What follows belongs to an exercise in optimizing a design on an open flow for small area, a short achievable clock period and few clock cycles per item; a production flow would make more cautious choices.
The RTL was checked by simulation tests, not by an equivalence proof against the original design.
Power figures rest on the tool's default switching activity, not on a simulated workload.

violet:
Design hw3_0516310, start of the top module:
module hw3_0516310(
	input clk,
	input enable,
	input [79:0] inbits,
	output [34:0] out_text,
	output reg valid);
For scale: ~940 cells after synthesis, ~130 flip-flops, about 120 I/O pins.
==> flow/config.mk <==
export PLATFORM = sky130hd
export DESIGN_NAME = hw3_0516310
export DESIGN_NICKNAME = hw3_0516310
export VERILOG_FILES = /design/flow/design.v
export SDC_FILE = /design/flow/constraint.sdc
export NUM_CORES = 4
export LEC_CHECK = 0
export CAP_MARGIN = 20
export CORE_MARGIN = 2
export CORE_UTILIZATION = 40
export CTS_BUF_LIST = sky130_fd_sc_hd__clkbuf_4 sky130_fd_sc_hd__clkbuf_8
export CTS_CLUSTER_SIZE = 30
export SETUP_SLACK_MARGIN = 1.5
export SLEW_MARGIN = 20
==> flow/constraint.sdc <==
create_clock -name core_clock -period 5.0 [get_ports {clk}]
set_input_delay 1.0000 -clock core_clock [delete_from_list [all_inputs] [get_ports {clk}]]
set_output_delay 1.0000 -clock core_clock [all_outputs]
set_load 0.01 [all_outputs]
standard.sh (not shown) runs the stock make flow with config.mk's settings and CLKGATE_MAP_FILE= SYNTH_SCRIPT=/design/flow/synth_recipe.tcl, a recipe that flattens the netlist after the stock synthesis.
==> flow/flow/run.sh <==
#!/bin/bash
# The standard layout, with the port buffers made from the smallest buffer
# (buf_1) instead of the one buffer_ports picks by itself.
set -euo pipefail
bash standard.sh finish \
  "BUFFER_PORTS_ARGS=-buffer_cell sky130_fd_sc_hd__buf_1" \
  > standard.log 2>&1
Testbench counts of violet, summed over its fixed seeds: cycles 29,937, items 4,000.
Edits applied to the flow inputs when going from violet to sierra:
Settings: an added ABC_CLOCK_PERIOD_IN_PS of 3000; a change of SETUP_SLACK_MARGIN from 1.5 to 2.0.
==> flow/flow/run.sh <==
#!/bin/bash
# The standard layout, with two changes:
# - synthesis maps with ABC's default script instead of ORFS's abc_speed
#   script (flow/synth_abc.tcl, which then runs synth_recipe.tcl unchanged);
# - the port buffers are made from the smallest buffer (buf_1) instead of
#   the one buffer_ports picks by itself.
set -euo pipefail
bash standard.sh finish \
  "SYNTH_SCRIPT=$PWD/flow/synth_abc.tcl" \
  "BUFFER_PORTS_ARGS=-buffer_cell sky130_fd_sc_hd__buf_1" \
  > standard.log 2>&1
==> flow/flow/synth_abc.tcl (new file) <==
# The standard flow's synthesis script, with ABC's own default mapping script in place of
# ORFS's abc_speed script (no other change: same passes, registers and names).
proc abc {args} {
  set i [lsearch -exact $args -script]
  if {$i >= 0} { set args [lreplace $args $i [expr {$i + 1}]] }
  yosys abc {*}$args
}
source [file join [file dirname [file dirname [file normalize [info script]]]] synth_recipe.tcl]
[summary]
Compared with violet, sierra shows a clock-cell share of area that is 0.17 points lower.
Re largest fanout on the critical path: violet was lower than sierra.
Sequential share of the synthesized area sits higher in sierra than in violet.
Arrival time of data at the critical path endpoint: sierra higher than violet
Going from violet to sierra, post-route core utilization saw an increase; global-route usage +5.2 points; top-level I/O count saw little to no change.
In sierra the area of the die turned out 18% lower than in violet.
Setup changes, sierra to onyx
Settings: SETUP_SLACK_MARGIN now 1.5, was 2.0; CTS_CLUSTER_SIZE no longer set, was 30; CTS_BUF_LIST no longer set, was sky130_fd_sc_hd__clkbuf_4 sky130_fd_sc_hd__clkbuf_8.
==> flow/flow/run.sh <==
#!/bin/bash
# The standard layout, with the port buffers made from the smallest buffer
# (buf_1) instead of the one buffer_ports picks by itself, and power
# recovery (downsizing cells off the critical paths) after global routing.
set -euo pipefail
bash standard.sh finish \
  "BUFFER_PORTS_ARGS=-buffer_cell sky130_fd_sc_hd__buf_1" \
  RECOVER_POWER=100 \
  > standard.log 2>&1
removed: flow/flow/synth_abc.tcl
[summary]
Between onyx and sierra, the register-to-register slack is lower for onyx.
Of onyx and sierra, sierra shows the higher worst reg2reg path depth, with onyx below it.
First-pass GRT wire length: higher on onyx
NOTE: smallest hold slack in onyx falls short of that of sierra
Taking sierra over onyx, the non-clock buffer count ratio works out to 1.7.
onyx falls short of sierra in fmax.
Via count of the first global-routing pass: lower on sierra
~same share of synthesized cell area in full adder, half adder and majority cells in onyx and sierra
onyx vs sierra on register share of total power: onyx is the lower one.
Count of clock-buffer cells in the layout delta for onyx relative to sierra: 2 lower
What raven does differently from onyx at the input level:
Settings: putting CTS_BUF_LIST at sky130_fd_sc_hd__clkbuf_4 sky130_fd_sc_hd__clkbuf_8 where nothing was set; swapping 1.5 for 1.75 in SETUP_SLACK_MARGIN; putting CTS_CLUSTER_SIZE at 30 where nothing was set.
==> flow/flow/run.sh <==
#!/bin/bash
# The standard layout, with two changes:
# - synthesis maps with ABC's default script instead of ORFS's abc_speed
#   script (flow/synth_abc.tcl, which then runs synth_recipe.tcl unchanged);
# - the port buffers are made from the smallest buffer (buf_1) instead of
#   the one buffer_ports picks by itself.
set -euo pipefail
bash standard.sh finish \
  "SYNTH_SCRIPT=$PWD/flow/synth_abc.tcl" \
  "BUFFER_PORTS_ARGS=-buffer_cell sky130_fd_sc_hd__buf_1" \
  > standard.log 2>&1
==> flow/flow/synth_abc.tcl (new file) <==
# The standard flow's synthesis script, with ABC's own default mapping script in place of
# ORFS's abc_speed script (no other change: same passes, registers and names).
proc abc {args} {
  set i [lsearch -exact $args -script]
  if {$i >= 0} { set args [lreplace $args $i [expr {$i + 1}]] }
  yosys abc {*}$args
}
source [file join [file dirname [file dirname [file normalize [info script]]]] synth_recipe.tcl]
Findings:
In summary, raven completed successfully, with a layout that passed the timing, DRC and antenna checks. Comparing raven and onyx, power share of the clock group is higher on onyx. onyx → raven: timing-limited maximum frequency moved up, final period utilization moved down, critical path depth moved up.
Here is what was changed in the inputs of tundra compared with raven.
Settings: a change of SETUP_SLACK_MARGIN from 1.75 to 1.5; a deleted CTS_CLUSTER_SIZE that had been 30; an added ABC_AREA of 1; a deleted CTS_BUF_LIST that had been sky130_fd_sc_hd__clkbuf_4 sky130_fd_sc_hd__clkbuf_8.
==> flow/run.sh (new file) <==
#!/bin/bash
# synth_recipe.tcl (not shown) runs the flow's synth.tcl, then flattens the netlist and writes it again
# the make line also repeats each setting of config.mk as NAME=value (left out here)
make -C /OpenROAD-flow-scripts/flow DESIGN_CONFIG=/design/flow/config.mk WORK_HOME=/design/flow/orfs CLKGATE_MAP_FILE= SYNTH_SCRIPT=/design/flow/synth_recipe.tcl finish
removed: flow/flow/run.sh
removed: flow/flow/synth_abc.tcl
removed: flow/standard.sh
--- outcome ---
tundra: PASS, flow complete, no timing, DRC or antenna violations. Between raven and tundra, the flow reports final design area excluding fillers increasing by more than 10%. Delta (tundra minus raven): final cycle utilization of the critical path roughly the same, final core utilization lower. Compared with raven, in tundra netlist area before placement went up; sequential share of layout area went down 3.1 points.
Edits applied to the flow inputs when going from tundra to indigo:
Settings: clearing ABC_CLOCK_PERIOD_IN_PS, which used to be 3000; putting TNS_END_PERCENT at 0 where nothing was set; clearing ABC_AREA, which used to be 1; putting CTS_CLUSTER_SIZE at 30 where nothing was set; putting CTS_BUF_LIST at sky130_fd_sc_hd__clkbuf_4 sky130_fd_sc_hd__clkbuf_8 where nothing was set.
==> flow/flow/run.sh (new file) <==
#!/bin/bash
# The standard layout, with the port buffers made from the smallest buffer
# (buf_1) instead of the one buffer_ports picks by itself.
set -euo pipefail
bash standard.sh finish \
  "BUFFER_PORTS_ARGS=-buffer_cell sky130_fd_sc_hd__buf_1" \
  > standard.log 2>&1
==> flow/standard.sh (new file) <==
#!/bin/bash
# synth_recipe.tcl (not shown) runs the flow's synth.tcl, then flattens the netlist and writes it again
# the make line also repeats each setting of config.mk as NAME=value (left out here)
make -C /OpenROAD-flow-scripts/flow DESIGN_CONFIG=/design/flow/config.mk WORK_HOME=/design/flow/orfs CLKGATE_MAP_FILE= SYNTH_SCRIPT=/design/flow/synth_recipe.tcl "${@:-finish}"
removed: flow/run.sh
==> run summary <==
When indigo is measured against tundra, its cell count turns out 320 lower.
indigo finished end to end and its layout was clean on timing, DRC and antenna.
indigo against tundra: portion of total power attributed to the clock network lower, adder and majority cell fraction of the synthesized area did not really move, final clock period utilization by the worst path decreased by 1.7 points relative to the old numbers, maximum frequency higher.
indigo against tundra: overall via count from detail_route now sits lower; minimum period implied by the final worst setup slack -86 ps; compound-cell area share of the yosys netlist moved up.

-- port drivers added, routing unchanged --
Ports are ideal in the flow. The routed layouts listed here were re-timed in OpenROAD.
Step 1 assumes that a clkbuf_16 drives the clock port and a buf_2 every other input.
Step 2 moves the port delays by t, midway between the first and last clock arrival at a register: inputs arrive t later, outputs are due t later. That takes back most of the time a late clock gives input paths.
a / b / c = ideal / step 1 / step 2; a / b = the first two.
run | shift t [ns] | setup WS [ns] | worst data-port slew with drivers (ns) | pins driven straight from the clock port
violet | 0.487 | 1.593 / 1.555 / 1.684 | 0.08 | 1
sierra | 0.474 | 1.308 / 1.308 / 1.308 | 0.06 | 1
onyx | 0.464 | 0.938 / 0.938 / 0.938 | 0.07 | 1
raven | 0.478 | 1.449 / 1.449 / 1.449 | 0.05 | 1
tundra | 0.463 | 1.454 / 1.409 / 1.759 | 0.06 | 1
indigo | 0.483 | 1.540 / 1.501 / 1.575 | 0.08 | 1
After both steps every run listed still meets setup and hold.
